Context: an optimization exercise on an open-source flow, tuned for small area. The choices shown serve that exercise and are no tape-out recipe. The RTL was checked by simulation tests, not by an equivalence proof against the original design. Power and IR drop assume default switching activity. The clock port is modelled as an ideal driver; clocking choices that lean on that would not hold on a real chip.

$ cat flow/flow/run.sh
#!/bin/bash
export BUFFER_PORTS_ARGS="-buffer_cell sky130_fd_sc_hd__buf_1"
export CTS_ARGS="-sink_clustering_enable -repair_clock_nets -sink_clustering_size 30 -sink_clustering_max_diameter 100 -dont_use_dummy_load"
bash standard.sh > standard.log 2>&1
$ cat flow/standard.sh
#!/bin/bash
# synth_recipe.tcl (not shown) runs the flow's synth.tcl, then flattens the netlist and writes it again
# the make line also repeats each setting of config.mk as NAME=value (left out here)
make -C /OpenROAD-flow-scripts/flow DESIGN_CONFIG=/design/flow/config.mk WORK_HOME=/design/flow/orfs CLKGATE_MAP_FILE= SYNTH_SCRIPT=/design/flow/synth_recipe.tcl "${@:-finish}"
$ cat flow/config.mk
export PLATFORM = sky130hd
export DESIGN_NAME = QTU_FMB
export DESIGN_NICKNAME = QTU_FMB
export VERILOG_FILES = /design/flow/design.v
export SDC_FILE = /design/flow/constraint.sdc
export NUM_CORES = 4
export LEC_CHECK = 0
export CAP_MARGIN = 5
export CORE_MARGIN = 2
export CORE_UTILIZATION = 40
export GPL_TIMING_DRIVEN = 0
export SLEW_MARGIN = 5
export SYNTH_HIERARCHICAL = 1
$ cat flow/constraint.sdc
create_clock -name core_clock -period 10.0 [get_ports {clk}]
set_input_delay 2.0000 -clock core_clock [delete_from_list [all_inputs] [get_ports {clk}]]
set_output_delay 2.0000 -clock core_clock [all_outputs]
set_load 0.01 [all_outputs]
$ cat flow/design.v
module EQComparator_16bit#(
    parameter WORD_WIDTH = 16
)(
    input logic             [WORD_WIDTH-1:0]    inA,
    input logic             [WORD_WIDTH-1:0]    inB,
    output logic                                out
);
    assign out = (inA == inB);
endmodule
`timescale 1ns / 1ps
module QTU_FMB #(
    parameter MEM_DEPTH = 2048,
    parameter MEM_WIDTH = 8,
    parameter WORD_WIDTH = 16
)(
    input logic                             clk,
    input logic                             nrst,
    input logic                             en,
    input logic                             iAmDestination,
    input logic                             HB_Reset,
    input logic         [WORD_WIDTH-1:0]    fSourceID,
    input logic         [WORD_WIDTH-1:0]    fSourceHops,
    input logic         [WORD_WIDTH-1:0]    fQValue,
    input logic         [WORD_WIDTH-1:0]    fEnergyLeft,
    input logic         [WORD_WIDTH-1:0]    fHopsFromCH,
    input logic         [WORD_WIDTH-1:0]    fChosenCH,
    input logic         [WORD_WIDTH-1:0]    chosenCH,
    input logic         [WORD_WIDTH-1:0]    hopsFromCH,
    input logic         [WORD_WIDTH-1:0]    myQValue,
    output logic        [WORD_WIDTH-1:0]    nodeID,
    output logic        [WORD_WIDTH-1:0]    nodeHops,
    output logic        [WORD_WIDTH-1:0]    nodeEnergy,
    output logic        [WORD_WIDTH-1:0]    nodeQValue,
    output logic        [4:0]               neighborIndex,
    output logic        [WORD_WIDTH-1:0]    chosenHop,
    output logic        [4:0]               neighborCount,
    output logic                            QTUFMB_done
);
    localparam logic [1:0] s_idle    = 2'b00;
    localparam logic [1:0] s_process = 2'b01;
    localparam logic [1:0] s_output  = 2'b10;
    localparam logic [1:0] s_HBreset = 2'b11;
    logic [1:0]            state;
    logic                  clr;
    logic [31:0]           valid;
    logic                  wr;
    logic [WORD_WIDTH-1:0] hopsNeeded;
    logic [WORD_WIDTH-1:0] maxQValue;
    logic [WORD_WIDTH-1:0] bestNeighbor;
    always_ff @(posedge clk or negedge nrst) begin
        if (!nrst) clr <= 1'b1;
        else clr <= 1'b0;
    end
    logic [31:0] hit;
    logic [31:0] we, keep;
    genvar g;
    generate
        for (g = 0; g < 32; g++) begin : cam
            assign we[g]   = wr & (neighborIndex == 5'(g));
            assign keep[g] = ~(we[g] | clr);
            QTU_cam_entry e (.clk(clk), .we(we[g]), .keep(keep[g]), .f(fSourceID), .hit(hit[g]));
        end
    endgenerate
    logic       one;
    logic [4:0] idx, nidx;
    always_comb begin
        for (int k = 0; k < 5; k++) begin
            idx[k]  = 1'b0;
            nidx[k] = 1'b0;
            for (int i = 0; i < 32; i++) begin
                if (i & (1 << k)) idx[k]  = idx[k]  | hit[i];
                else              nidx[k] = nidx[k] | hit[i];
            end
        end
        one = (idx[0] | nidx[0]) & ~|(idx & nidx);
    end
    logic same, newEntry;
    EQComparator_16bit c_same (.inA(fChosenCH), .inB(chosenCH), .out(same));
    assign newEntry = same & (~one | ~valid[neighborIndex]);
    assign wr = (state == s_output) & newEntry;
    always_ff @(posedge clk or negedge nrst) begin
        if (!nrst) state <= s_idle;
        else case (state)
            s_idle:    state <= HB_Reset ? s_HBreset : (en ? s_process : s_idle);
            s_process: state <= same ? s_output : s_idle;
            default:   state <= s_idle;
        endcase
    end
    logic hbr;
    assign hbr = (state == s_HBreset);
    always_ff @(posedge clk) begin
        for (int i = 0; i < 32; i++)
            valid[i] <= ~(hbr | clr) & (we[i] | valid[i]);
    end
    always_ff @(posedge clk or negedge nrst) begin
        if (!nrst) neighborCount <= '0;
        else if (hbr) neighborCount <= '0;
        else if (wr) neighborCount <= neighborCount + 5'd1;
    end
    always_ff @(posedge clk or negedge nrst) begin
        if (!nrst) neighborIndex <= '0;
        else if (state == s_process)
            neighborIndex <= newEntry ? neighborCount : (one ? idx : 5'd0);
    end
    logic outEn, outEnN;
    assign outEn  = (state == s_output);
    assign outEnN = ~outEn;
    QTU_ereg #(.RV(16'h0000)) r_nodeID     (.clk(clk), .nrst(nrst), .en(outEn), .enN(outEnN), .d(fSourceID),   .q(nodeID));
    QTU_ereg #(.RV(16'hFFFF)) r_nodeHops   (.clk(clk), .nrst(nrst), .en(outEn), .enN(outEnN), .d(fSourceHops), .q(nodeHops));
    QTU_ereg #(.RV(16'h0000)) r_nodeEnergy (.clk(clk), .nrst(nrst), .en(outEn), .enN(outEnN), .d(fEnergyLeft), .q(nodeEnergy));
    QTU_ereg #(.RV(16'h0000)) r_nodeQValue (.clk(clk), .nrst(nrst), .en(outEn), .enN(outEnN), .d(fQValue),     .q(nodeQValue));
    always_ff @(posedge clk or negedge nrst) begin
        if (!nrst) QTUFMB_done <= 1'b0;
        else QTUFMB_done <= outEn;
    end
    always_ff @(posedge clk)
        hopsNeeded <= HB_Reset ? 16'hFFFF : hopsFromCH - 16'd1;
    function automatic logic gt16(input logic [15:0] a, input logic [15:0] b);
        logic g;
        g = 1'b0;
        for (int i = 0; i < 16; i++)
            g = (a[i] & ~b[i]) | (~(a[i] ^ b[i]) & g);
        gt16 = g;
    endfunction
    logic hopMatch, qGreater, qEqual, fmb;
    assign hopMatch = (fHopsFromCH == hopsNeeded);
    assign qGreater = gt16(fQValue, maxQValue);
    assign qEqual   = (fQValue == maxQValue);
    assign fmb      = outEn & iAmDestination;
    always_ff @(posedge clk) begin
        if (hbr || clr) maxQValue <= 16'h0000;
        else if (fmb && hopMatch && qGreater) maxQValue <= fQValue;
    end
    always_ff @(posedge clk or negedge nrst) begin
        if (!nrst) bestNeighbor <= 16'hFFFF;
        else if (hbr) bestNeighbor <= 16'hFFFF;
        else if (fmb) begin
            if (hopsNeeded == 16'h0000) bestNeighbor <= chosenCH;
            else if (hopMatch && (qGreater || (qEqual && gt16(bestNeighbor, fSourceID))))
                bestNeighbor <= fSourceID;
        end
    end
    assign chosenHop = bestNeighbor;
endmodule
module QTU_cam_entry (
    input  logic        clk,
    input  logic        we,
    input  logic        keep,
    input  logic [15:0] f,
    output logic        hit
);
    logic [15:0] id;
    always_ff @(posedge clk)
        id <= ({16{we}} & f) | ({16{keep}} & id);
    EQComparator_16bit c (.inA(f), .inB(id), .out(hit));
endmodule
module QTU_ereg #(
    parameter logic [15:0] RV = 16'h0000
)(
    input  logic        clk,
    input  logic        nrst,
    input  logic        en,
    input  logic        enN,
    input  logic [15:0] d,
    output logic [15:0] q
);
    always_ff @(posedge clk or negedge nrst)
        if (!nrst) q <= RV;
        else       q <= ({16{en}} & d) | ({16{enN}} & q);
endmodule
==> summary.md, run 1 <==
| Metric | Value |
|---|---|
| Status | no timing/DRC/antenna violations |
| Final RePlAce weighted congestion | about 0.9 |
| DR vias/cell | 5.61 |
| R2r setup slk | 5.79 ns |
| Synth top area cells | dfxtp_1 38%, a22o_1 17%, xnor2_1 16% |
| Row count | a little over 100 |
| Worst Setup Start Kind | input port |
| Maxcap violations | 0 |
| Die X | around 280 microns |
| CTS H-tree depth | 1 |
| Peak VDD IR | roughly 0.12 mV |
| DRT Pass-1 Iters | 5 |
| Pin count of the biggest net entering global routing | 41 |
| Nets | 3163 |
| Clock slew at reported path FFs | 0.10 ns |
| CP max FO | 26 |
| PortBufs | roughly 220 |
| DR iter-0 viols | about 1300 |
| Total CTS buffers | 30 |
| Final setup viols | 0 |
| Gr usage total | a little over a fifth |
| Period utilization | 63.8% |
| WS Path Type | input port to flop |
| Fin Hold WS | ~0.46 ns |
| Placed wire-length estimate | between 60 and 70 mm |
| Via count | between 20000 and 25000 |
| Clk_skew | 0.0517 ns |
| Post-Layout Cell Count | about 4000 |
| Distinct cell type count after synthesis | 60 |
| Ys flop type | dfxtp_1 |
| WP data required | around 11 ns |
| Worst skew pair latency | around 0.64 ns |
| Num ports | 240 |
| Dominant cell type by area after synthesis | dfxtp_1 |
| Initial antenna violation count | 0 |
| Hold Violations, Final | 0 |
| Final instance area | around 0.034 sq mm |
| First-pass GRT wire length | 134 mm |
| Root Buffer | clkbuf_16 |
| Clock Sink Count | 670 |
| CORE AREA | 0.0757 sq mm |
| Slew HR | ~15% |
| PostCTS Resize Cnt | 0 |
| Synth async-reset ratio | between 10 and 15% |
| Post-route DRC | 0 |
| Wire per inst | 21.9 microns |
| Reg-to-Reg Start | cam[29].e.id[14] |
| DIE HEIGHT | ~280 microns |
| Routed Antenna Nets | 0 |
| Synth-to-Final Area Change | 11.6% |
| Grt total ovfl | 0 |
| Vias in the first global route | between 20000 and 25000 |
| Yosys top cell area share | a little under two fifths |
| CP Capture Type | flop |
| Min-Delay Path Class | flop to flop |
| Register bit total from synthesis | 670 |
| HP Start | valid[0] |
| Least-Margin Pin Slew | around 1.3 ns |
| Maximum buffer depth of the clock tree | 3 |
| CTS Hold Bufs | 0 |
| Final worst path period need | 6.38 ns |
| Ys Warns | 10 |
| Unrepaired setup endpoints after global routing | false |
| Post-CTS Setup Bufs | 0 |
| Placed standard-cell area | 0.0333 sq mm |
| Initial core utilization | 40.3% |
| Post-Syn Area | between 0.03 and 0.04 sq mm |
| Placed Cells incl. Taps | 3927 |
| Cells after synthesis | about 2700 |
| Post-synthesis sequential area ratio | approximately 46% |
| Fmax | approximately 0.16 GHz |
| Die area | a little under 0.08 sq mm |
| Total negative slack | 0 ns |
| Total Routed Length | between 80 and 90 mm |
| # diodes | 0 |
| Crit path DAT | approximately 7.0 ns |
| Leakage | between 10 and 15 nW |
| CTS tree | yes |
| PD cells | 155 mW/mm^2 |
| Slew Limit Fails | 0 |
| Mean post-synth cell area | roughly 11 sq um |
| Number of synthesized flops with an enable pin | 0 |
| Critical path origin | fSourceID[1] |
| Layout cells sized above 1 | 11.4% |
==> logic make-up after synthesis <==
logic type               Yosys count  share of synthesized area, %
flip-flops                       670                          45.7
AO/OA/AOI/OAI                    687                          19.7
adder cells (fa/ha/maj)           33                          1.35
XOR/XNOR                         557                          16.0
AND/OR/NAND/NOR                  485                          9.60
multiplexers                      34                          1.29
buffers and inverters            225                          6.39
other                              1                        0.0123
==> Yosys cell counts (all sizes together) (8+ instances only) <==
library cell,number
a22o,576
nand3,23
nor3,56
inv,39
dfstp,33
ha,33
nor4,59
mux2i,27
nor2,84
o21ai,8
dfxtp,576
dfrtp,61
o41ai,16
nand2,63
buf,155
a21oi,16
clkbuf,30
o2111a,16
xnor2,553
o21a,18
nand4,149
a31oi,12
nand2b,24
==> critical path, stage by stage <==
cell      delay [ns]
buf_2           0.65
buf_12          0.31
buf_16          0.20
xnor2_1         0.14
nand4_1         0.12
nor4_2          0.71
nor4_1          0.28
nand4_1         0.22
a22oi_1         0.11
o2111a_1        0.22
a211oi_2        0.59
nand2_1         0.43
nor3_1          0.43
buf_6           0.19
buf_6           0.14
a22o_1          0.14
==> layout by cell type, fill, tap and decap left out, types with 32 or more instances in the layout <==
cell type,netlist,routed
buf_6,146,146
dfxtp_1,576,576
nor2_1,82,82
nor3_1,45,45
dfstp_2,33,33
ha_1,33,33
nor4_2,33,33
inv_1,39,39
dfrtp_1,61,61
a22o_1,576,576
buf_12,0,32
nand4_1,148,148
buf_1,3,209
nand2_1,63,63
xnor2_1,553,553
==> state kept, by name, summed over array words and instances (netlist names) <==
register and count:
cam.e.id 512, valid 32, bestNeighbor 16, hopsNeeded 16, maxQValue 16, r_nodeEnergy.q 16
r_nodeHops.q 16, r_nodeID.q 16, r_nodeQValue.q 16, neighborCount 5, neighborIndex 5, state 2
QTUFMB_done 1, clr 1
==> Yosys stat by module, one instance, submodules excluded, a selection <==
module              flip-flops and latches  times used
EQComparator_16bit                       0          33
QTU_cam_entry                           16          32
QTU_FMB                                 94           1
==> layer usage <==
layer	share of wire, %	track usage (%)
met5	0	0
met4	1.4	3.14
met3	4.5	2.81
met2	48	37.1
met1	46	29.5
==> through the flow <==
stage	util, %	power (mW)	setup WS (ns)
after floorplan	-	3.53	5.41
after global placement	43.0	3.95	0.256
after detailed placement	43.9	3.97	3.05
after CTS	44.9	5.34	3.71
after global routing	44.9	5.52	3.51
final	44.9	5.28	3.62
==> power by group <==
group	leakage, nW	internal, mW	total (mW)	switching (mW)
Sequential	5.76	2.87	2.99	0.122
Clock	0.370	0.536	1.38	0.839
Combinational	5.79	0.372	0.915	0.543
Total	11.9	3.78	5.28	1.50
==> final timing paths <==
check	depth (start not counted)	endpoint
max	16	cam[15].e.id[5]
min	2	valid[0]
max reg2reg	13	cam[15].e.id[5]
min reg2reg	2	valid[0]
max in group asynchronous	2	bestNeighbor[8]
min in group asynchronous	1	r_nodeQValue.q[14]
==> final cells by class <==
class / count / area (sq um)
tap: 978 / 1220
clock buffer: 30 / 751
fill: 7010 / 41700
buffer: 185 / 1800
sequential: 670 / 13900
multi-input combinational: 1797 / 14600
inverter: 40 / 150
timing repair buffer: 257 / 1550
==> run 2: changes to the inputs <==
==> flow/config.mk (replaced) <==
export PLATFORM = sky130hd
export DESIGN_NAME = QTU_FMB
export DESIGN_NICKNAME = QTU_FMB
export VERILOG_FILES = /design/flow/design.v
export SDC_FILE = /design/flow/constraint.sdc
export NUM_CORES = 4
export LEC_CHECK = 0
export CAP_MARGIN = 20
export CORE_MARGIN = 2
export CORE_UTILIZATION = 40
export SLEW_MARGIN = 20
export SYNTH_HIERARCHICAL = 1
==> summary.md, run 2 <==
| Metric | Value |
|---|---|
| Status | no timing/DRC/antenna violations (unchanged) |
| Num ports | 240 (unchanged) |
| Initial antenna violation count | 0 (unchanged) |
| Pin count of the biggest net entering global routing | 68 (was 41) |
| WS Path Type | input port to flop (unchanged) |
| CP max FO | 41 (was 26) |
| First-pass GRT wire length | 127 mm (was 134 mm) |
| Synth async-reset ratio | 14.0% (unchanged) |
| Die area | 0.0784 sq mm (unchanged) |
| Ys flop type | dfxtp_1 (unchanged) |
| DR iter-0 viols | 1478 (was 1302) |
| Slew HR | 24.9% (was 14.7%) |
| Clock slew at reported path FFs | 0.10 ns (about the same) |
| Final RePlAce weighted congestion | 0.900 (was 0.910) |
| Root Buffer | clkbuf_16 (unchanged) |
| Top cell by count, worst path | nand4_1 |
| CTS tree | yes (unchanged) |
| Ys Warns | 10 (unchanged) |
| Maxcap violations | 0 (unchanged) |
| Yosys top cell area share | 37.8% (unchanged) |
| Distinct cell type count after synthesis | 60 (unchanged) |
| Final core utilization | 42.3% (was 44.9%) |
| DIE HEIGHT | 280 microns (unchanged) |
| DR vias/cell | 5.74 (was 5.61) |
| Mean post-synth cell area | 11.3 sq um (unchanged) |
| Vias in the first global route | 21984 (was 22361) |
| Dominant cell type by area after synthesis | dfxtp_1 (unchanged) |
| Post-Syn Area | 0.0305 sq mm (unchanged) |
| Peak VDD IR | 0.118 mV (was 0.119 mV) |
| PortBufs | 223 (unchanged) |
| Unrepaired setup endpoints after global routing | false (unchanged) |
| Placed wire-length estimate | 53.0 mm (was 62.5 mm) |
| Post-synthesis sequential area ratio | 45.7% (unchanged) |
| Final worst path period need | 7.17 ns (was 6.38 ns) |
| Biggest regs | cam.e.id x512, valid x32 (unchanged) |
| Synth top area cells | dfxtp_1 38%, a22o_1 17%, xnor2_1 16% (unchanged) |
| Min-Delay Path Class | flop to flop (unchanged) |
| Total Routed Length | 81.9 mm (was 86.7 mm) |
| WP data required | 10.50 ns (was 10.57 ns) |
| Period utilization | 71.7% (was 63.8%) |
| CTS H-tree depth | 1 (unchanged) |
| Wire per inst | 21.6 microns (was 21.9 microns) |
| Top post-synthesis cells by count | 576 x a22o_1, 576 x dfxtp_1, 553 x xnor2_1 (unchanged) |
| Clock Sink Count | 670 (unchanged) |
| Register bit total from synthesis | 670 (unchanged) |
| Die X | 280 microns (unchanged) |
| Post-route DRC | 0 (unchanged) |
| # diodes | 0 (unchanged) |
| R2R cell count | 11 (was 13) |
| Layout cells sized above 1 | 8.21% (was 11.4%) |
| Multi-input gate area | 0.0147 sq mm (was 0.0146 sq mm) |
| Fmax | 0.139 GHz (was 0.157 GHz) |
| Row count | 101 (unchanged) |
| Initial core utilization | 40.3% (unchanged) |
| Via count | 21763 (was 22215) |
| PostCTS Resize Cnt | 0 (unchanged) |
| CTS Hold Bufs | 0 (unchanged) |
| Hold Path Cell Cnt | 2 (unchanged) |
| Worst skew pair latency | 0.63 ns (was 0.64 ns) |
| Worst path cell trace | clkbuf_4 > buf_4 > xnor2_1 > nand4_1 > nor4_2 > nor4_1 > nand4_1 > xor2_1 > o2111a_1 > a211o_2 > nor4_4 > nor2_1 > a22o_1 (was buf_2 > buf_12 > buf_16 > xnor2_1 > nand4_1 > nor4_2 > nor4_1 > nand4_1 > a22oi_1 > o2111a_1 > a211oi_2 > nand2_1 > nor3_1 > buf_6 > buf_6 > a22o_1) |
| Routed Antenna Nets | 0 (unchanged) |
| Placed standard-cell area | 0.0312 sq mm (was 0.0333 sq mm) |
| DRT Pass-1 Iters | 5 (unchanged) |
| Post-CTS Setup Bufs | 0 (unchanged) |
| CP Capture Type | flop (unchanged) |
| Placed Cells incl. Taps | 3760 (was 3927) |
| Nets | 2996 (was 3163) |
| Critical Path Slowest Stage Cell | nor4_4 (was nor4_2) |
| Number of synthesized flops with an enable pin | 0 (unchanged) |
| Worst Setup Start Kind | input port (unchanged) |
| Final instance area | 0.0320 sq mm (was 0.0340 sq mm) |
| Crit path DAT | 7.67 ns (was 6.95 ns) |
| Least-Margin Pin Slew | 1.12 ns (was 1.28 ns) |
| Commonest non-fill, non-tap cells in the layout | 576 x a22o_1, 576 x dfxtp_1, 553 x xnor2_1, 206 x buf_1, 148 x nand4_1 (was 576 x a22o_1, 576 x dfxtp_1, 553 x xnor2_1, 209 x buf_1, 148 x nand4_1) |
| Cells after synthesis | 2692 (unchanged) |
| Critical Path Max Stage Delay | 0.92 ns (was 0.71 ns) |
| Synth-to-Final Area Change | 4.99% (was 11.6%) |
| Total CTS buffers | 29 (was 30) |
| CORE AREA | 0.0757 sq mm (unchanged) |
| Leakage | 10.9 nW (was 11.9 nW) |
| Grt total ovfl | 0 (unchanged) |
| Post-Layout Cell Count | 3790 (was 3957) |
| Hold Violations, Final | 0 (unchanged) |
| PD cells | 161 mW/mm^2 (was 155 mW/mm^2) |
| Gr usage total | 20.2% (was 21.6%) |
| Fin Hold WS | 0.460 ns (was 0.464 ns) |
| Total negative slack | 0 ns (unchanged) |
| Top reg by flops | cam.e.id (unchanged) |
| Final setup viols | 0 (unchanged) |
| Slew Limit Fails | 0 (unchanged) |
| Clk_skew | 0.0665 ns (was 0.0517 ns) |
| Maximum buffer depth of the clock tree | 3 (unchanged) |
| Flip-flop count of the largest register after layout | 512 (unchanged) |
| FF/Latch Area | 0.0139 sq mm (unchanged) |
| FILL cells | 7085 (was 7010) |
[run 2: report_power, final]
part / internal, mW / total (mW) / switching (mW)
Combinational: 0.309 / 0.817 / 0.508
Clock: 0.520 / 1.35 / 0.828
Sequential: 2.87 / 3.00 / 0.126
Total: 3.70 / 5.16 / 1.46
[run 2: worst paths after layout]
check	to	slack, ns	from
max	cam[24].e.id[3]	2.83	fSourceID[14]
min	valid[30]	0.46	valid[30]
max reg2reg	cam[24].e.id[3]	5.06	cam[13].e.id[9]
min reg2reg	valid[30]	0.46	valid[30]
max in group asynchronous	r_nodeQValue.q[8]	7.46	nrst
min in group asynchronous	r_nodeEnergy.q[2]	1.44	nrst
[run 2: per-layer routing]
layer  routed length, microns  track usage (%)
met2                    38100             33.8
met3                     5010             3.72
met4                     2030             5.17
met5                        0                0
met1                    36700             26.8
[run 2: per-module statistics from Yosys (local to each module, per instance), excerpt]
module	copies in the design	flip-flops and latches	area [sq um]	cells inside
QTU_cam_entry	32	16	505	36
EQComparator_16bit	33	0	178	21
QTU_FMB	1	94	6090	703
[run 2: area by class of cell]
class	instances	share of cell area [%]
inverters	40	0.469
flip-flops and latches	670	43.5
repair buffers	276	4.06
clock buffers	29	2.27
multi-input cells	1797	45.9
well taps	978	3.82
[run 2: logic make-up (layout without fill, tap and decap cells)]
logic type | after synthesis | in the layout | share of synthesized area, %
flops | 670 | 670 | 45.7
fa+ha+maj | 33 | 33 | 1.35
mux | 34 | 34 | 1.29
buf+inv | 225 | 345 | 6.39
xor+xnor | 557 | 557 | 16.0
other cells | 1 | 1 | 0.0123
compound gates | 687 | 687 | 19.7
simple gates | 485 | 485 | 9.60
[run 2: metrics by stage]
stage                     power, mW  setup WS (ns)
after floorplan                3.53           5.41
after global placement         3.86           2.45
after detailed placement       3.87           2.29
after CTS                      5.21           2.94
after global routing           5.39           2.62
final                          5.16           2.83
[run 2: worst max-delay path: cells and delay by family]
| family | cells | cell delay [ns] |
|---|---|---|
| xor+xnor | 2 | 0.38 |
| buf+inv | 2 | 1.20 |
| simple gates | 6 | 2.68 |
| compound gates | 3 | 1.29 |
==> run 3: changes to the inputs <==
--- a/flow/design.v
+++ b/flow/design.v
@@ -115,17 +115,11 @@
     end
     always_ff @(posedge clk)
         hopsNeeded <= HB_Reset ? 16'hFFFF : hopsFromCH - 16'd1;
-    function automatic logic gt16(input logic [15:0] a, input logic [15:0] b);
-        logic g;
-        g = 1'b0;
-        for (int i = 0; i < 16; i++)
-            g = (a[i] & ~b[i]) | (~(a[i] ^ b[i]) & g);
-        gt16 = g;
-    endfunction
-    logic hopMatch, qGreater, qEqual, fmb;
-    assign hopMatch = (fHopsFromCH == hopsNeeded);
-    assign qGreater = gt16(fQValue, maxQValue);
-    assign qEqual   = (fQValue == maxQValue);
+    logic hopMatch, qGreater, qEqual, idLess, fmb;
+    EQComparator_16bit c_hop (.inA(fHopsFromCH), .inB(hopsNeeded), .out(hopMatch));
+    EQComparator_16bit c_qeq (.inA(fQValue), .inB(maxQValue), .out(qEqual));
+    QTU_gt16 c_qgt (.a(fQValue), .b(maxQValue), .gt(qGreater));
+    QTU_gt16 c_idlt (.a(bestNeighbor), .b(fSourceID), .gt(idLess));
     assign fmb      = outEn & iAmDestination;
     always_ff @(posedge clk) begin
         if (hbr || clr) maxQValue <= 16'h0000;
@@ -136,7 +130,7 @@
         else if (hbr) bestNeighbor <= 16'hFFFF;
         else if (fmb) begin
             if (hopsNeeded == 16'h0000) bestNeighbor <= chosenCH;
-            else if (hopMatch && (qGreater || (qEqual && gt16(bestNeighbor, fSourceID))))
+            else if (hopMatch && (qGreater || (qEqual && idLess)))
                 bestNeighbor <= fSourceID;
         end
     end
@@ -168,3 +162,17 @@
         if (!nrst) q <= RV;
         else       q <= ({16{en}} & d) | ({16{enN}} & q);
 endmodule
+module QTU_gt16 (
+    input  logic [15:0] a,
+    input  logic [15:0] b,
+    output logic        gt
+);
+    logic [16:0] c;
+    assign c[0] = 1'b0;
+    for (genvar i = 0; i < 16; i++) begin : g
+        logic bn;
+        assign bn = ~b[i];
+        assign c[i+1] = (a[i] & bn) | (a[i] & c[i]) | (bn & c[i]);
+    end
+    assign gt = c[16];
+endmodule
==> flow/flow/run.sh (replaced) <==
#!/bin/bash
export REMOVE_ABC_BUFFERS=1
export BUFFER_PORTS_ARGS="-buffer_cell sky130_fd_sc_hd__buf_1"
export CTS_ARGS="-sink_clustering_enable -repair_clock_nets -sink_clustering_size 30 -sink_clustering_max_diameter 100 -dont_use_dummy_load"
bash standard.sh > standard.log 2>&1
--- a/flow/config.mk
+++ b/flow/config.mk
@@ -8,5 +8,6 @@
 export CAP_MARGIN = 20
 export CORE_MARGIN = 2
 export CORE_UTILIZATION = 40
+export GPL_TIMING_DRIVEN = 0
 export SLEW_MARGIN = 20
 export SYNTH_HIERARCHICAL = 1
==> summary.md, run 3 <==
| Metric | Value |
|---|---|
| Post-Syn Area | 0.0304 sq mm (was 0.0305 sq mm) |
| Root Buffer | clkbuf_16 (unchanged) |
| Pin count of the biggest net entering global routing | 67 (was 68) |
| Post-synthesis sequential area ratio | 45.8% (was 45.7%) |
| WP data required | 10.57 ns (was 10.50 ns) |
| Post-CTS Setup Bufs | 0 (unchanged) |
| Ys flop type | dfxtp_1 (unchanged) |
| Clk_skew | 0.0338 ns (was 0.0665 ns) |
| Placed wire-length estimate | 59.0 mm (was 53.0 mm) |
| CP Capture Type | flop (unchanged) |
| Worst Setup Start Kind | input port (unchanged) |
| Synth async-reset ratio | 14.0% (unchanged) |
| Via count | 21963 (was 21763) |
| Initial antenna violation count | 1 (was 0) |
| First-pass GRT wire length | 130 mm (was 127 mm) |
| Critical Path Slowest Stage Cell | nor2_1 (was nor4_4) |
| Register bit total from synthesis | 670 (unchanged) |
| Clock slew at reported path FFs | 0.12 ns (was 0.10 ns) |
| Mean post-synth cell area | 11.2 sq um (was 11.3 sq um) |
| Commonest non-fill, non-tap cells in the layout | 597 x a22o_1, 576 x dfxtp_1, 568 x xnor2_1, 206 x buf_1, 156 x nand4_1 (was 576 x a22o_1, 576 x dfxtp_1, 553 x xnor2_1, 206 x buf_1, 148 x nand4_1) |
| Critical Path Max Stage Delay | 1.04 ns (was 0.92 ns) |
| CORE AREA | 0.0756 sq mm (was 0.0757 sq mm) |
| Row count | 101 (unchanged) |
| DIE HEIGHT | 280 microns (about the same) |
| PortBufs | 223 (unchanged) |
| Post-route DRC | 0 (unchanged) |
| DR iter-0 viols | 1431 (was 1478) |
| Die area | 0.0782 sq mm (was 0.0784 sq mm) |
| Final setup viols | 0 (unchanged) |
| Grt total ovfl | 0 (unchanged) |
| Met2 routed WL | 40.3 mm (was 38.1 mm) |
| Total negative slack | 0 ns (unchanged) |
| Hold Violations, Final | 0 (unchanged) |
| Initial core utilization | 40.2% (was 40.3%) |
| Fmax | 0.152 GHz (was 0.139 GHz) |
| Top delay family on crit path | simple AND/OR/NAND/NOR gates (unchanged) |
| PostCTS Resize Cnt | 0 (unchanged) |
| Routed Antenna Nets | 0 (unchanged) |
| WL met1 | 38.4 mm (was 36.7 mm) |
| Max layer used | met4 (unchanged) |
| Pre-CTS WS | 2.90 ns (was 2.29 ns) |
| CTS Hold Bufs | 0 (unchanged) |
| Least-Margin Pin Slew | 1.14 ns (was 1.12 ns) |
| Status | no timing/DRC/antenna violations (unchanged) |
| WS Path Type | input port to flop (unchanged) |
| Num ports | 240 (unchanged) |
| Buffers & Inverters on Critical Path | 3 (was 2) |
| Top reg by flops | cam.e.id (unchanged) |
| Wire per inst | 21.9 microns (was 21.6 microns) |
| Placed standard-cell area | 0.0320 sq mm (was 0.0312 sq mm) |
| Final RePlAce weighted congestion | 0.885 (was 0.900) |
| Synth top area cells | dfxtp_1 38%, a22o_1 17%, xnor2_1 16% (unchanged) |
| Gr usage total | 20.7% (was 20.2%) |
| DR vias/cell | 5.76 (was 5.74) |
| Maxcap violations | 0 (unchanged) |
| Cells after synthesis | 2707 (was 2692) |
| Maximum buffer depth of the clock tree | 3 (unchanged) |
| Total Routed Length | 83.4 mm (was 81.9 mm) |
| Total CTS buffers | 27 (was 29) |
| CTS tree | yes (unchanged) |
| Distinct cell type count after synthesis | 64 (was 60) |
| Synth-to-Final Area Change | 8.03% (was 4.99%) |
| Setup ws final | 3.41 ns (was 2.83 ns) |
| PD cells | 159 mW/mm^2 (was 161 mW/mm^2) |
| Ys Warns | 10 (unchanged) |
| CTS H-tree depth | 1 (unchanged) |
| Die X | 280 microns (about the same) |
| Slew HR | 23.9% (was 24.9%) |
| Period utilization | 65.9% (was 71.7%) |
| Worst skew pair latency | 0.62 ns (was 0.63 ns) |
| CP max FO | 25 (was 41) |
| Fin Hold WS | 0.458 ns (was 0.460 ns) |
| Unrepaired setup endpoints after global routing | false (unchanged) |
| Crit path DAT | 7.16 ns (was 7.67 ns) |
| Dominant cell type by area after synthesis | dfxtp_1 (unchanged) |
| Nets | 2990 (was 2996) |
| Min-Delay Path Class | flop to flop (unchanged) |
| Leakage | 11.2 nW (was 10.9 nW) |
| Most common cell after layout, fill and taps aside | a22o_1 |
| Flip-flop count of the largest register after layout | 512 (unchanged) |
| Final worst path period need | 6.59 ns (was 7.17 ns) |
| Count leader, synth | a22o_1 |
| Yosys top cell area share | 38.0% (was 37.8%) |
| DRT Pass-1 Iters | 5 (unchanged) |
| Top post-synthesis cells by count | 597 x a22o_1, 576 x dfxtp_1, 568 x xnor2_1 (was 576 x a22o_1, 576 x dfxtp_1, 553 x xnor2_1) |
| Final instance area | 0.0328 sq mm (was 0.0320 sq mm) |
| Final core utilization | 43.4% (was 42.3%) |
| Layout cells sized above 1 | 9.55% (was 8.21%) |
| Clock Sink Count | 670 (unchanged) |
| Number of synthesized flops with an enable pin | 0 (unchanged) |
| Peak VDD IR | 0.143 mV (was 0.118 mV) |
| DR WL met3 | 3.00 mm (was 5.01 mm) |
| Biggest regs | cam.e.id x512, valid x32 (unchanged) |
| Slew Limit Fails | 0 (unchanged) |
| Worst path cell trace | buf_2 > buf_12 > buf_12 > xnor2_1 > nand4_1 > nor4_2 > nor4_4 > nand4_1 > a31oi_1 > o211ai_2 > o21bai_4 > nand3_1 > nor2_1 > a22o_1 (was clkbuf_4 > buf_4 > xnor2_1 > nand4_1 > nor4_2 > nor4_1 > nand4_1 > xor2_1 > o2111a_1 > a211o_2 > nor4_4 > nor2_1 > a22o_1) |
| Vias in the first global route | 22291 (was 21984) |
-- run 3: cell types whose count changed after synthesis, sizes merged, moves of 11 or more --
cell,delta
nor3,-35
nor2,-47
nand2b,+11
nand2,+19
o21ai,+17
xnor2,+15
o2111a,-16
o21a,-18
o41ai,-16
nand3,-12
a21o,+14
a21oi,+47
ha,-31
a22o,+21
-- run 3: stage by stage --
step           power [mW]  std cells
6_report             5.22       3816
5_1_grt              5.43       3816
4_1_cts              5.27       3815
3_5_place_dp         3.97       3788
3_3_place_gp         3.92       3721
2_1_floorplan        3.50       2520
-- run 3: metal layers --
| metal | vias to the layer above | track usage (%) |
|---|---|---|
| li1 | 10181 | - |
| met1 | 11148 | 28.0 |
| met2 | 520 | 35.8 |
| met3 | 114 | 1.75 |
| met4 | 0 | 4.68 |
| met5 | - | 0 |
-- run 3: per-module statistics from Yosys (local to each module, per instance), a selection --
| module | copies in the design | flip-flops and latches |
|---|---|---|
| EQComparator_16bit | 35 | 0 |
| QTU_gt16 | 2 | 0 |
| QTU_cam_entry | 32 | 16 |
| QTU_FMB | 1 | 94 |
-- run 3: area by class of cell --
| cell class | instances | area [sq um] |
|---|---|---|
| fill | 7130 | 42800 |
| multi-input combinational | 1817 | 14800 |
| sequential | 670 | 13900 |
| timing repair buffer | 290 | 2040 |
| tap | 978 | 1220 |
| clock buffer | 27 | 676 |
| inverter | 33 | 129 |
| antenna | 1 | 2.50 |
-- run 3: path summary, 6_finish.rpt --
path                             startpoint           endpoint  slack [ns]  cells past startpoint
min in group asynchronous              nrst  r_nodeQValue.q[0]        1.26                      1
hold / removal                    valid[13]          valid[13]        0.46                      2
max in group asynchronous              nrst    r_nodeHops.q[3]        7.95                      3
setup reg to reg           cam[25].e.id[11]   cam[18].e.id[10]        5.51                     11
hold reg to reg                   valid[13]          valid[13]        0.46                      2
setup / recovery               fSourceID[5]   cam[18].e.id[10]        3.41                     14
-- run 3: worst register-to-register path, cell delays in order (launching register included) --
cell      delay, ns
dfxtp_1        0.34
xnor2_1        0.17
nand4_1        0.14
nor4_2         0.76
nor4_1         0.17
and2_1         0.23
and4_1         0.16
o211ai_2       0.24
o21bai_4       0.30
nand3_1        0.61
nor2_1         1.04
a22o_1         0.30
-- run 3: power by group --
part           internal [mW]  leakage [nW]  switching, mW  total, mW
combinational          0.358          5.14          0.540      0.898
sequential              2.89          5.75          0.128       3.01
clock                  0.486         0.333          0.821       1.31
-- run 3: kinds of logic after synthesis --
family	count (synthesis)	synth area share, %
AND/OR/NAND/NOR	451	9.35
AO/OA/AOI/OAI	745	20.3
flip-flops	670	45.8
XOR/XNOR	572	16.5
buffers and inverters	220	6.36
multiplexers	36	1.19
adder cells (fa/ha/maj)	12	0.420
other	1	0.0123
==> run 4: changes to the inputs <==
==> flow/flow/run.sh (replaced) <==
#!/bin/bash
export BUFFER_PORTS_ARGS="-buffer_cell sky130_fd_sc_hd__buf_1"
export CTS_ARGS="-sink_clustering_enable -repair_clock_nets -sink_clustering_size 30 -sink_clustering_max_diameter 100 -dont_use_dummy_load"
bash standard.sh > standard.log 2>&1
--- a/flow/config.mk
+++ b/flow/config.mk
@@ -8,6 +8,5 @@
 export CAP_MARGIN = 20
 export CORE_MARGIN = 2
 export CORE_UTILIZATION = 40
-export GPL_TIMING_DRIVEN = 0
 export SLEW_MARGIN = 20
 export SYNTH_HIERARCHICAL = 1
==> summary.md, run 4 <==
| Metric | Value |
|---|---|
| Flip-flop count of the largest register after layout | 512 (unchanged) |
| Vias in the first global route | 21858 (was 22291) |
| Net Sw Frac | 28.6% (was 28.5%) |
| Biggest regs | cam.e.id x512, valid x32 (unchanged) |
| Slew HR | 26.9% (was 23.9%) |
| Post-CTS Setup Bufs | 0 (unchanged) |
| Top reg by flops | cam.e.id (unchanged) |
| Routed Antenna Nets | 0 (unchanged) |
| Register bit total from synthesis | 670 (unchanged) |
| Synth top area cells | dfxtp_1 38%, a22o_1 17%, xnor2_1 16% (unchanged) |
| Crit path DAT | 7.45 ns (was 7.16 ns) |
| Clk_skew | 0.0735 ns (was 0.0338 ns) |
| Count leader, synth | a22o_1 (unchanged) |
| Cells after synthesis | 2707 (unchanged) |
| Hold Violations, Final | 0 (unchanged) |
| Initial core utilization | 40.2% (unchanged) |
| Post-Layout Cell Count | 3813 (was 3816) |
| R2r setup slk | 5.36 ns (was 5.51 ns) |
| CTS H-tree depth | 1 (unchanged) |
| Top post-synthesis cells by count | 597 x a22o_1, 576 x dfxtp_1, 568 x xnor2_1 (unchanged) |
| Total negative slack | 0 ns (unchanged) |
| Internal power | 3.71 mW (was 3.73 mW) |
| Ys Warns | 10 (unchanged) |
| Post-synthesis sequential area ratio | 45.8% (unchanged) |
| WS Path Type | input port to flop (unchanged) |
| Overall power | 5.19 mW (was 5.22 mW) |
| Combinational power share | 16.3% (was 17.2%) |
| Min-Delay Path Class | flop to flop (unchanged) |
| Critical R2R Capture | cam[16].e.id[6] (was cam[18].e.id[10]) |
| Pin count of the biggest net entering global routing | 70 (was 67) |
| WP data required | 10.55 ns (was 10.57 ns) |
| DR vias/cell | 5.76 (about the same) |
| Hold Path Cell Cnt | 2 (unchanged) |
| PostCTS Resize Cnt | 0 (unchanged) |
| Grt total ovfl | 0 (unchanged) |
| Most common cell after layout, fill and taps aside | a22o_1 (unchanged) |
| Total Routed Length | 83.2 mm (was 83.4 mm) |
| Root Buffer | clkbuf_16 (unchanged) |
| Final core utilization | 42.4% (was 43.4%) |
| HP Start | valid[28] (was valid[13]) |
| PD cells | 162 mW/mm^2 (was 159 mW/mm^2) |
| Routing usage on met2 | 34.4% (was 35.8%) |
| Initial antenna violation count | 0 (was 1) |
| Die area | 0.0782 sq mm (unchanged) |
| Die X | 280 microns (unchanged) |
| DIE HEIGHT | 280 microns (unchanged) |
| Multi-input gate area | 0.0147 sq mm (was 0.0148 sq mm) |
| DRT Pass-1 Iters | 5 (unchanged) |
| Maximum buffer depth of the clock tree | 3 (unchanged) |
| M3 GR Usage | 2.69% (was 1.75%) |
| GRT Max-Usage Layer | met2 (unchanged) |
| CP Capture Type | flop (unchanged) |
| Yosys top cell area share | 38.0% (unchanged) |
| GR Util met1 | 28.7% (was 28.0%) |
| CORE AREA | 0.0756 sq mm (unchanged) |
| First-pass GRT wire length | 129 mm (was 130 mm) |
| Worst Setup Start Kind | input port (unchanged) |
| Nets | 2988 (was 2990) |
| Synth async-reset ratio | 14.0% (unchanged) |
| CTS Hold Bufs | 0 (unchanged) |
| Wire per inst | 21.8 microns (was 21.9 microns) |
| Status | no timing/DRC/antenna violations (unchanged) |
| Unrepaired setup endpoints after global routing | false (unchanged) |
| CP max FO | 45 (was 25) |
| Clock power share | 25.6% (was 25.1%) |
| FF/Latch Area | 0.0139 sq mm (about the same) |
| Reg-to-Reg Start | cam[29].e.id[10] (was cam[25].e.id[11]) |
| Via count | 21959 (was 21963) |
| Total CTS buffers | 28 (was 27) |
| PortBufs | 223 (unchanged) |
| Ys flop type | dfxtp_1 (unchanged) |
| Synth-to-Final Area Change | 5.39% (was 8.03%) |
| Net Switching | 1.48 mW (was 1.49 mW) |
| Final RePlAce weighted congestion | 0.850 (was 0.885) |
| Reg power frac | 58.1% (was 57.8%) |
| Slew Limit Fails | 0 (unchanged) |
| Final worst path period need | 6.90 ns (was 6.59 ns) |
| # diodes | 0 (was 1) |
| Row count | 101 (unchanged) |
| Placed Cells incl. Taps | 3783 (was 3788) |
| Distinct cell type count after synthesis | 64 (unchanged) |
| Gr usage total | 20.7% (about the same) |
| Placed wire-length estimate | 54.1 mm (was 59.0 mm) |
| Leakage | 11.0 nW (was 11.2 nW) |
| FILL cells | 7225 (was 7130) |
| Final setup viols | 0 (unchanged) |
| Layout cells sized above 1 | 8.29% (was 9.55%) |
| CTS tree | yes (unchanged) |
| Num ports | 240 (unchanged) |
| R2R cell count | 11 (unchanged) |
| Least-Margin Pin Slew | 1.09 ns (was 1.14 ns) |
| Period utilization | 69.0% (was 65.9%) |
| Mean post-synth cell area | 11.2 sq um (unchanged) |
| Maxcap violations | 0 (unchanged) |
| Worst skew pair latency | 0.63 ns (was 0.62 ns) |
| Peak VDD IR | 0.141 mV (was 0.143 mV) |
| WHS Endpoint | valid[28] (was valid[13]) |
| Number of synthesized flops with an enable pin | 0 (unchanged) |
| Clock Sink Count | 670 (unchanged) |
| Commonest non-fill, non-tap cells in the layout | 597 x a22o_1, 576 x dfxtp_1, 568 x xnor2_1, 206 x buf_1, 156 x nand4_1 (unchanged) |
| DR iter-0 viols | 1673 (was 1431) |
| Dominant cell type by area after synthesis | dfxtp_1 (unchanged) |
| Fmax | 0.145 GHz (was 0.152 GHz) |
| Clock slew at reported path FFs | 0.11 ns (was 0.12 ns) |
| Post-route DRC | 0 (unchanged) |
| Post-Syn Area | 0.0304 sq mm (unchanged) |
[run 4: logic make-up after synthesis]
kind of cell    share of synthesized area (%)
other cells                            0.0123
buf+inv                                  6.36
compound gates                           20.3
xor+xnor                                 16.5
flops                                    45.8
fa+ha+maj                               0.420
mux                                      1.19
simple gates                             9.35
[run 4: cell type report]
cell class                 instances  share of cell area (%)
multi-input combinational       1817                    45.8
sequential                       670                    43.5
timing repair buffer             287                    4.31
tap                              978                    3.82
clock buffer                      28                    2.19
inverter                          33                   0.403
[run 4: critical path, cell delays in order]
cell and delay (ns):
clkbuf_4 0.69, buf_4 0.55, xnor2_1 0.17, nand4_1 0.14
nor4_2 0.78, nor4_4 0.13, nand4_1 0.16, a31oi_1 0.08
o211ai_2 0.30, o21bai_4 0.29, nand3_1 0.69, nor2_1 1.09
a22o_1 0.29
[run 4: per-module statistics from Yosys, one instance, submodules excluded, a selection]
module	flops+latches	area [sq um]
QTU_FMB	94	5010
QTU_gt16	0	305
QTU_cam_entry	16	505
EQComparator_16bit	0	178
[run 4: how the worst max path moves through the flow]
stage                   from  cells past startpoint                to  slack [ns]
2_1_floorplan  fSourceID[10]                     13   cam[7].e.id[10]        5.54
3_3_place_gp   fSourceID[10]                     12  cam[31].e.id[10]        2.64
3_5_place_dp    fSourceID[6]                     13   cam[13].e.id[3]        2.48
4_1_cts         fSourceID[6]                     13   cam[13].e.id[7]        3.11
5_1_grt         fSourceID[6]                     13   cam[3].e.id[15]        2.89
6_report        fSourceID[5]                     13   cam[16].e.id[6]        3.10
[run 4: metrics by stage]
stage | hold WS (ns) | setup slack, ns | cell area (sq um)
3_3_place_gp | 0.435 | 2.64 | 31200
2_1_floorplan | 0.424 | 5.54 | 30400
3_5_place_dp | 0.441 | 2.48 | 31200
6_report | 0.459 | 3.10 | 32000
5_1_grt | 0.477 | 2.89 | 32000
4_1_cts | 0.458 | 3.11 | 31900
[run 4: power by group through the flow]
stage          clock network, mW  logic (mW)  registers, mW
6_report                    1.33       0.847           3.02
5_1_grt                     1.46       0.915           3.04
4_1_cts                     1.37       0.855           3.01
3_5_place_dp                   0       0.857           3.07
3_3_place_gp                   0       0.838           3.06
2_1_floorplan                  0       0.433           3.12
[run 4: per-layer routing]
layer | wire (microns) | up-vias
met2 | 38700 | 615
met3 | 4670 | 96
met1 | 38500 | 11080
met4 | 1440 | 0
li1 | - | 10168
met5 | 0 | -
==> run 5: changes to the inputs <==
--- a/flow/config.mk
+++ b/flow/config.mk
@@ -5,8 +5,8 @@
 export SDC_FILE = /design/flow/constraint.sdc
 export NUM_CORES = 4
 export LEC_CHECK = 0
-export CAP_MARGIN = 20
+export CAP_MARGIN = 0
 export CORE_MARGIN = 2
 export CORE_UTILIZATION = 40
-export SLEW_MARGIN = 20
+export SLEW_MARGIN = 0
 export SYNTH_HIERARCHICAL = 1
==> summary.md, run 5 <==
| Metric | Value |
|---|---|
| Status | no timing/DRC/antenna violations (unchanged) |
| Final setup viols | 0 (unchanged) |
| Commonest non-fill, non-tap cells in the layout | 597 x a22o_1, 576 x dfxtp_1, 568 x xnor2_1, 206 x buf_1, 156 x nand4_1 (unchanged) |
| Reg power frac | 58.3% (was 58.1%) |
| Clock Sink Count | 670 (unchanged) |
| Reg-to-Reg Start | state[0] (was cam[29].e.id[10]) |
| Net Switching | 1.48 mW (about the same) |
| CP max FO | 45 (unchanged) |
| Combinational power share | 16.4% (was 16.3%) |
| Vias in the first global route | 21907 (was 21858) |
| Final worst path period need | 6.98 ns (was 6.90 ns) |
| PD cells | 162 mW/mm^2 (about the same) |
| Slew Limit Fails | 0 (unchanged) |
| Post-route DRC | 0 (unchanged) |
| Die area | 0.0782 sq mm (unchanged) |
| Post-CTS Setup Bufs | 0 (unchanged) |
| Die X | 280 microns (unchanged) |
| Nets | 2985 (was 2988) |
| Slew HR | 9.09% (was 26.9%) |
| PostCTS Resize Cnt | 0 (unchanged) |
| Num ports | 240 (unchanged) |
| Post-synthesis sequential area ratio | 45.8% (unchanged) |
| Routed Antenna Nets | 0 (unchanged) |
| CORE AREA | 0.0756 sq mm (unchanged) |
| Clock slew at reported path FFs | 0.11 ns (about the same) |
| Clock power share | 25.3% (was 25.6%) |
| Number of synthesized flops with an enable pin | 0 (unchanged) |
| Critical R2R Capture | cam[31].e.id[11] (was cam[16].e.id[6]) |
| Wire per inst | 21.8 microns (about the same) |
| Synth async-reset ratio | 14.0% (unchanged) |
| Hold Path Cell Cnt | 2 (unchanged) |
| Ys Warns | 10 (unchanged) |
| Clk_skew | 0.0652 ns (was 0.0735 ns) |
| Total Routed Length | 83.0 mm (was 83.2 mm) |
| Layout cells sized above 1 | 7.31% (was 8.29%) |
| Unrepaired setup endpoints after global routing | false (unchanged) |
| DRT Pass-1 Iters | 5 (unchanged) |
| Most common cell after layout, fill and taps aside | a22o_1 (unchanged) |
| Maximum buffer depth of the clock tree | 3 (unchanged) |
| WS Path Type | input port to flop (unchanged) |
| Final instance area | 0.0319 sq mm (was 0.0320 sq mm) |
| First-pass GRT wire length | 128 mm (was 129 mm) |
| Synth top area cells | dfxtp_1 38%, a22o_1 17%, xnor2_1 16% (unchanged) |
| Fmax | 0.143 GHz (was 0.145 GHz) |
| DIE HEIGHT | 280 microns (unchanged) |
| Flip-flop count of the largest register after layout | 512 (unchanged) |
| Pin count of the biggest net entering global routing | 70 (unchanged) |
| Initial core utilization | 40.2% (unchanged) |
| Register bit total from synthesis | 670 (unchanged) |
| DR iter-0 viols | 1451 (was 1673) |
| Min-Delay Path Class | flop to flop (unchanged) |
| # diodes | 0 (unchanged) |
| Top reg by flops | cam.e.id (unchanged) |
| Least-Margin Pin Slew | 1.36 ns (was 1.09 ns) |
| Mean post-synth cell area | 11.2 sq um (unchanged) |
| CTS Hold Bufs | 0 (unchanged) |
| PortBufs | 223 (unchanged) |
| Hold Violations, Final | 0 (unchanged) |
| Gr usage total | 20.7% (about the same) |
| R2R cell count | 7 (was 11) |
| Net Sw Frac | 28.6% (about the same) |
| Post-Syn Area | 0.0304 sq mm (unchanged) |
| HP Start | valid[28] (unchanged) |
| Final RePlAce weighted congestion | 0.850 (unchanged) |
| Distinct cell type count after synthesis | 64 (unchanged) |
| Total negative slack | 0 ns (unchanged) |
| Yosys top cell area share | 38.0% (unchanged) |
| Placed wire-length estimate | 54.0 mm (was 54.1 mm) |
| Via count | 21886 (was 21959) |
| Ys flop type | dfxtp_1 (unchanged) |
| CTS tree | yes (unchanged) |
| Worst Setup Start Kind | input port (unchanged) |
| Worst skew pair latency | 0.63 ns (about the same) |
| Synth-to-Final Area Change | 4.94% (was 5.39%) |
| Leakage | 10.9 nW (was 11.0 nW) |
| Period utilization | 69.8% (was 69.0%) |
| Row count | 101 (unchanged) |
| Maxcap violations | 0 (unchanged) |
| Top post-synthesis cells by count | 597 x a22o_1, 576 x dfxtp_1, 568 x xnor2_1 (unchanged) |
| CTS H-tree depth | 1 (unchanged) |
| R2r setup slk | 5.14 ns (was 5.36 ns) |
| Crit path DAT | 7.46 ns (was 7.45 ns) |
| Grt total ovfl | 0 (unchanged) |
| Root Buffer | clkbuf_16 (unchanged) |
| Placed standard-cell area | 0.0312 sq mm (about the same) |
| Internal power | 3.69 mW (was 3.71 mW) |
| Count leader, synth | a22o_1 (unchanged) |
| WP data required | 10.48 ns (was 10.55 ns) |
| Peak VDD IR | 0.115 mV (was 0.141 mV) |
| CP Capture Type | flop (unchanged) |
| Biggest regs | cam.e.id x512, valid x32 (unchanged) |
| WHS Endpoint | valid[28] (unchanged) |
| Cells after synthesis | 2707 (unchanged) |
| Dominant cell type by area after synthesis | dfxtp_1 (unchanged) |
| DR vias/cell | 5.74 (was 5.76) |
| Total CTS buffers | 27 (was 28) |
| Initial antenna violation count | 1 (was 0) |
-- run 5: cell count changes in the layout (fill, tap and decap cells not counted), sizes merged --
cell    before  now
buf        270  268
clkbuf      45   44
-- run 5: worst max path at each step --
stage,start,endpoint,depth (start not counted)
2_1_floorplan,fSourceID[10],cam[7].e.id[10],13
3_3_place_gp,fSourceID[10],cam[31].e.id[10],12
3_5_place_dp,fSourceID[11],cam[13].e.id[3],12
4_1_cts,fSourceID[10],cam[31].e.id[11],12
5_1_grt,fSourceID[11],cam[14].e.id[1],12
6_report,fSourceID[5],cam[31].e.id[11],13
-- run 5: power groups by stage --
stage	Combinational, mW	Clock, mW	Sequential, mW
final	0.847	1.31	3.01
after global routing	0.917	1.44	3.04
after CTS	0.856	1.34	3.01
after detailed placement	0.856	0	3.07
after global placement	0.838	0	3.06
after floorplan	0.433	0	3.12
-- run 5: kinds of logic after synthesis --
logic type	Yosys count	synth area share (%)
other	1	0.0123
and+or+nand+nor	451	9.35
DFF	670	45.8
muxes	36	1.19
adders and majority gates	12	0.420
xor gates and xnor gates	572	16.5
buffers and inverters	220	6.36
AOI/OAI and AO/OA	745	20.3
-- run 5: routing by layer --
| metal | vias up | GRT usage, % | routed length, microns |
|---|---|---|---|
| met2 | 628 | 34.1 | 38100 |
| met5 | - | 0 | 15 |
| met3 | 137 | 3.66 | 5170 |
| li1 | 10149 | - | - |
| met4 | 2 | 5.72 | 2340 |
| met1 | 10970 | 27.9 | 37400 |
-- run 5: through the flow --
| step | worst slack (ns) | util, % | power (mW) | hold slack [ns] | cells |
|---|---|---|---|---|---|
| after floorplan | 5.54 | - | 3.56 | 0.424 | 2707 |
| after global placement | 2.64 | 41.3 | 3.90 | 0.435 | 3781 |
| after detailed placement | 2.48 | 41.3 | 3.92 | 0.441 | 3781 |
| after CTS | 3.11 | 42.2 | 5.21 | 0.457 | 3808 |
| after global routing | 2.60 | 42.2 | 5.39 | 0.489 | 3810 |
| final | 3.02 | 42.2 | 5.17 | 0.458 | 3810 |
-- run 5: modules after synthesis (local to each module, per instance), a selection --
| module | times used | cell area, sq um | cells inside |
|---|---|---|---|
| QTU_cam_entry | 32 | 505 | 36 |
| EQComparator_16bit | 35 | 178 | 21 |
| QTU_gt16 | 2 | 305 | 45 |
| QTU_FMB | 1 | 5010 | 586 |
-- run 5: final cells by class --
cell class | instances | area, sq um
inverter | 33 | 126
timing repair buffer | 285 | 1370
sequential | 670 | 13900
clock buffer | 27 | 676
fill | 7163 | 43700
multi-input combinational | 1817 | 14600
tap | 978 | 1220
-- run 5: worst max-delay path, cell delays in order --
cell and delay, ns:
clkbuf_4 0.70, buf_4 0.54, xnor2_1 0.17, nand4_1 0.14, nor4_2 0.81, nor4_4 0.14, nand4_1 0.16, a31oi_1 0.08
o211ai_2 0.31, o21bai_4 0.29, nor3b_2 1.01, a21oi_1 0.64, a22o_1 0.39
==> run 6: changes to the inputs <==
--- a/flow/config.mk
+++ b/flow/config.mk
@@ -7,6 +7,7 @@
 export LEC_CHECK = 0
 export CAP_MARGIN = 0
 export CORE_MARGIN = 2
-export CORE_UTILIZATION = 40
+export CORE_UTILIZATION = 65
+export PLACE_DENSITY = 0.75
 export SLEW_MARGIN = 0
 export SYNTH_HIERARCHICAL = 1
==> summary.md, run 6 <==
| Metric | Value |
|---|---|
| Net Switching | 1.42 mW (was 1.48 mW) |
| CTS Hold Bufs | 0 (unchanged) |
| WP data required | 10.54 ns (was 10.48 ns) |
| Gr usage total | 30.2% (was 20.7%) |
| Placed Cells incl. Taps | 3402 (was 3781) |
| Flip-flop count of the largest register after layout | 512 (unchanged) |
| Yosys top cell area share | 38.0% (unchanged) |
| Mean post-synth cell area | 11.2 sq um (unchanged) |
| Buffers & Inverters on Critical Path | 2 (unchanged) |
| Commonest non-fill, non-tap cells in the layout | 597 x a22o_1, 576 x dfxtp_1, 568 x xnor2_1, 206 x buf_1, 156 x nand4_1 (unchanged) |
| Post-CTS Setup Bufs | 0 (unchanged) |
| DRT Pass-1 Iters | 5 (unchanged) |
| WS Path Type | input port to flop (unchanged) |
| Least-Margin Pin Slew | 1.38 ns (was 1.36 ns) |
| DIE HEIGHT | 220 microns (was 280 microns) |
| FILL cells | 3556 (was 7163) |
| Clock slew at reported path FFs | 0.11 ns (about the same) |
| Clk_skew | 0.0462 ns (was 0.0652 ns) |
| Leakage | 10.9 nW (about the same) |
| Synth Area in Compound Gates | 20.3% (unchanged) |
| Cells after synthesis | 2707 (unchanged) |
| Layout cells sized above 1 | 6.98% (was 7.31%) |
| Hold Path Cell Cnt | 2 (unchanged) |
| Period utilization | 67.8% (was 69.8%) |
| First-pass GRT wire length | 117 mm (was 128 mm) |
| CORE AREA | 0.0464 sq mm (was 0.0756 sq mm) |
| Post-synthesis mux area share | 1.19% (unchanged) |
| # diodes | 0 (unchanged) |
| Multi-input gate area | 0.0146 sq mm (about the same) |
| Register bit total from synthesis | 670 (unchanged) |
| Worst skew pair latency | 0.61 ns (was 0.63 ns) |
| R2R cell count | 11 (was 7) |
| Grt total ovfl | 0 (unchanged) |
| Num ports | 240 (unchanged) |
| Number of synthesized flops with an enable pin | 0 (unchanged) |
| Synth async-reset ratio | 14.0% (unchanged) |
| CTS tree | yes (unchanged) |
| Crit. path cell count | 13 (unchanged) |
| Clock Sink Count | 670 (unchanged) |
| Largest family of logic cells by synthesized area | compound AO/OA/AOI/OAI gates (unchanged) |
| HP Start | valid[13] (was valid[28]) |
| Total CTS buffers | 26 (was 27) |
| Maximum buffer depth of the clock tree | 3 (unchanged) |
| Distinct cell type count after synthesis | 64 (unchanged) |
| FF/Latch Area | 0.0139 sq mm (unchanged) |
| Final setup viols | 0 (unchanged) |
| Post-synthesis sequential area ratio | 45.8% (unchanged) |
| Ys flop type | dfxtp_1 (unchanged) |
| Top reg by flops | cam.e.id (unchanged) |
| Biggest regs | cam.e.id x512, valid x32 (unchanged) |
| Post-Syn Area | 0.0304 sq mm (unchanged) |
| Vias in the first global route | 21017 (was 21907) |
| Nets | 2974 (was 2985) |
| Root Buffer | clkbuf_16 (unchanged) |
| Top post-synthesis cells by count | 597 x a22o_1, 576 x dfxtp_1, 568 x xnor2_1 (unchanged) |
| PostCTS Resize Cnt | 0 (unchanged) |
| Pin count of the biggest net entering global routing | 70 (unchanged) |
| Synth-to-Final Area Change | 3.10% (was 4.94%) |
| Routed Antenna Nets | 0 (unchanged) |
| Top delay family on crit path | simple AND/OR/NAND/NOR gates (unchanged) |
| Post-Layout Cell Count | 3428 (was 3810) |
| Worst Setup Start Kind | input port (unchanged) |
| WHS Endpoint | valid[13] (was valid[28]) |
| Fmax | 0.148 GHz (was 0.143 GHz) |
| Initial antenna violation count | 0 (was 1) |
| Maxcap violations | 0 (unchanged) |
| PortBufs | 223 (unchanged) |
| Placed wire-length estimate | 48.1 mm (was 54.0 mm) |
| Row count | 79 (was 101) |
| Unrepaired setup endpoints after global routing | false (unchanged) |
| Simple-gate portion of the synthesized area | 9.35% (unchanged) |
| Clock power share | 24.9% (was 25.3%) |
| Synth top area cells | dfxtp_1 38%, a22o_1 17%, xnor2_1 16% (unchanged) |
| Slew Limit Fails | 0 (unchanged) |
| Total Routed Length | 74.7 mm (was 83.0 mm) |
| Total negative slack | 0 ns (unchanged) |
| CP max FO | 43 (was 45) |
| Critical Path Max Stage Delay | 1.14 ns (was 1.01 ns) |
| Final core utilization | 67.6% (was 42.2%) |
| Post-route DRC | 0 (unchanged) |
| Min-Delay Path Class | flop to flop (unchanged) |
| Crit path DAT | 7.31 ns (was 7.46 ns) |
| CP Capture Type | flop (unchanged) |
| Dominant cell type by area after synthesis | dfxtp_1 (unchanged) |
| Via count | 21866 (was 21886) |
| Hold Violations, Final | 0 (unchanged) |
| Reg power frac | 59.1% (was 58.3%) |
| CTS H-tree depth | 1 (unchanged) |
| Die area | 0.0485 sq mm (was 0.0782 sq mm) |
| Combinational power share | 16.0% (was 16.4%) |
| Status | no timing/DRC/antenna violations (unchanged) |
| Worst path cell trace | clkbuf_4 > buf_4 > xnor2_1 > nand4_1 > nor4_2 > nor4_1 > and2_1 > and4_1 > o211ai_2 > o21bai_4 > nand3_1 > nor2_1 > a22o_1 (was clkbuf_4 > buf_4 > xnor2_1 > nand4_1 > nor4_2 > nor4_4 > nand4_1 > a31oi_1 > o211ai_2 > o21bai_4 > nor3b_2 > a21oi_1 > a22o_1) |
| DR iter-0 viols | 1807 (was 1451) |
| Ys Warns | 10 (unchanged) |
| Final worst path period need | 6.78 ns (was 6.98 ns) |
| Most common cell after layout, fill and taps aside | a22o_1 (unchanged) |
| Peak VDD IR | 0.153 mV (was 0.115 mV) |
| Initial core utilization | 65.5% (was 40.2%) |
| Post-Synth Adder-Cell Area | 0.420% (unchanged) |
| Net Sw Frac | 27.9% (was 28.6%) |
| PD cells | 163 mW/mm^2 (was 162 mW/mm^2) |
| DR vias/cell | 6.38 (was 5.74) |
| Slew HR | 7.88% (was 9.09%) |
| Wire per inst | 21.8 microns (about the same) |
| Critical R2R Capture | cam[19].e.id[10] (was cam[31].e.id[11]) |
| Die X | 220 microns (was 280 microns) |
| Internal power | 3.67 mW (was 3.69 mW) |
| Reg-to-Reg Start | cam[15].e.id[10] (was state[0]) |
| Final RePlAce weighted congestion | 0.982 (was 0.850) |
| Count leader, synth | a22o_1 (unchanged) |
| Critical Path Slowest Stage Cell | nor2_1 (was nor3b_2) |
| R2r setup slk | 5.43 ns (was 5.14 ns) |
| Synth Area in XOR/XNOR | 16.5% (unchanged) |
-- run 6: cell counts after synthesis --
No cell type changed its count.
-- run 6: layout make-up --
type / count / area share [%]
multi-input combinational: 1817 / 46.5
sequential: 670 / 44.5
clock buffer: 26 / 2.08
tap: 607 / 2.43
timing repair buffer: 275 / 4.12
inverter: 33 / 0.404
-- run 6: per-layer routing --
| layer | track usage [%] | wire length, microns |
|---|---|---|
| met1 | 41.6 | 32800 |
| met2 | 50.6 | 35800 |
| met3 | 3.77 | 4610 |
| met4 | 7.25 | 1460 |
| met5 | 0 | 0 |
-- run 6: worst max path at each step --
stage	end	start
after detailed placement	cam[24].e.id[8]	fSourceID[10]
after floorplan	cam[7].e.id[10]	fSourceID[10]
after CTS	cam[24].e.id[3]	fSourceID[10]
final	cam[19].e.id[10]	fSourceID[10]
after global placement	cam[9].e.id[11]	fSourceID[10]
after global routing	cam[24].e.id[3]	fSourceID[10]
-- run 6: logic make-up (layout without fill, tap and decap cells) --
family | after synthesis | after routing
compound gates | 745 | 745
flops | 670 | 670
xor+xnor | 572 | 572
simple gates | 451 | 451
buf+inv | 220 | 334
mux | 36 | 36
fa+ha+maj | 12 | 12
other cells | 1 | 1
-- run 6: through the flow --
| step | total power, mW | cell area, sq um | hold slack, ns | worst slack [ns] |
|---|---|---|---|---|
| after floorplan | 3.56 | 30400 | 0.424 | 5.54 |
| after global placement | 3.86 | 30700 | 0.435 | 2.88 |
| after detailed placement | 3.88 | 30700 | 0.440 | 2.76 |
| after CTS | 5.11 | 31300 | 0.456 | 3.37 |
| after global routing | 5.28 | 31300 | 0.472 | 3.00 |
| final | 5.09 | 31300 | 0.455 | 3.22 |
-- run 6: per-module statistics from Yosys (local to each module, per instance), a selection --
module	area, sq um	copies in the design	cells	flip-flops and latches
EQComparator_16bit	178	35	21	0
QTU_FMB	5010	1	586	94
QTU_cam_entry	505	32	36	16
QTU_gt16	305	2	45	0
-- run 6: power by group through the flow --
stage,clock (mW),sequential (mW),combinational [mW]
4_1_cts,1.28,3.01,0.821
2_1_floorplan,0,3.12,0.433
3_5_place_dp,0,3.06,0.819
5_1_grt,1.37,3.03,0.882
3_3_place_gp,0,3.06,0.799
6_report,1.27,3.01,0.817
-- run 6: worst reg2reg max path: cells and delay by family, from the launching register on --
| family | cells | cell delay (ns) |
|---|---|---|
| XOR/XNOR | 1 | 0.18 |
| AO/OA/AOI/OAI | 3 | 0.88 |
| AND/OR/NAND/NOR | 7 | 3.13 |
| flip-flops | 1 | 0.34 |

## afterwards: timing with drivers on the ports
Ports are ideal in the flow. The routed layouts listed here were re-timed in OpenROAD. Step 1 (the two cells are an assumption about what drives the block):
set clk [get_ports {clk}]
set_driving_cell -lib_cell sky130_fd_sc_hd__clkbuf_16 $clk
set_driving_cell -lib_cell sky130_fd_sc_hd__buf_2 [delete_from_list [all_inputs] $clk]
Step 2, shift: input delay + t, output delay - t, t = (earliest + latest rising clock arrival at the registers) / 2. This alone moves slack from input paths to output paths. Slacks: ideal ports / drivers / drivers and shift; pairs: ideal ports / drivers.
run	t, ns	setup slack, ns	worst setup path after step 2	pins driven straight from the clock port
run 1	0.677	3.618 / 3.649 / 2.972	input to register	1
run 2	0.657	2.825 / 2.863 / 2.206	input to register	1
run 3	0.656	3.411 / 3.432 / 2.776	input to register	1
run 4	0.656	3.101 / 3.140 / 2.484	input to register	1
run 5	0.665	3.019 / 3.064 / 2.399	input to register	1
run 6	0.653	3.223 / 3.266 / 2.612	input to register	1
After both steps every run listed still meets setup and hold. The setup slack of run 1, which loses most, moves by +0.031 ns with the drivers and by -0.646 ns with both steps.
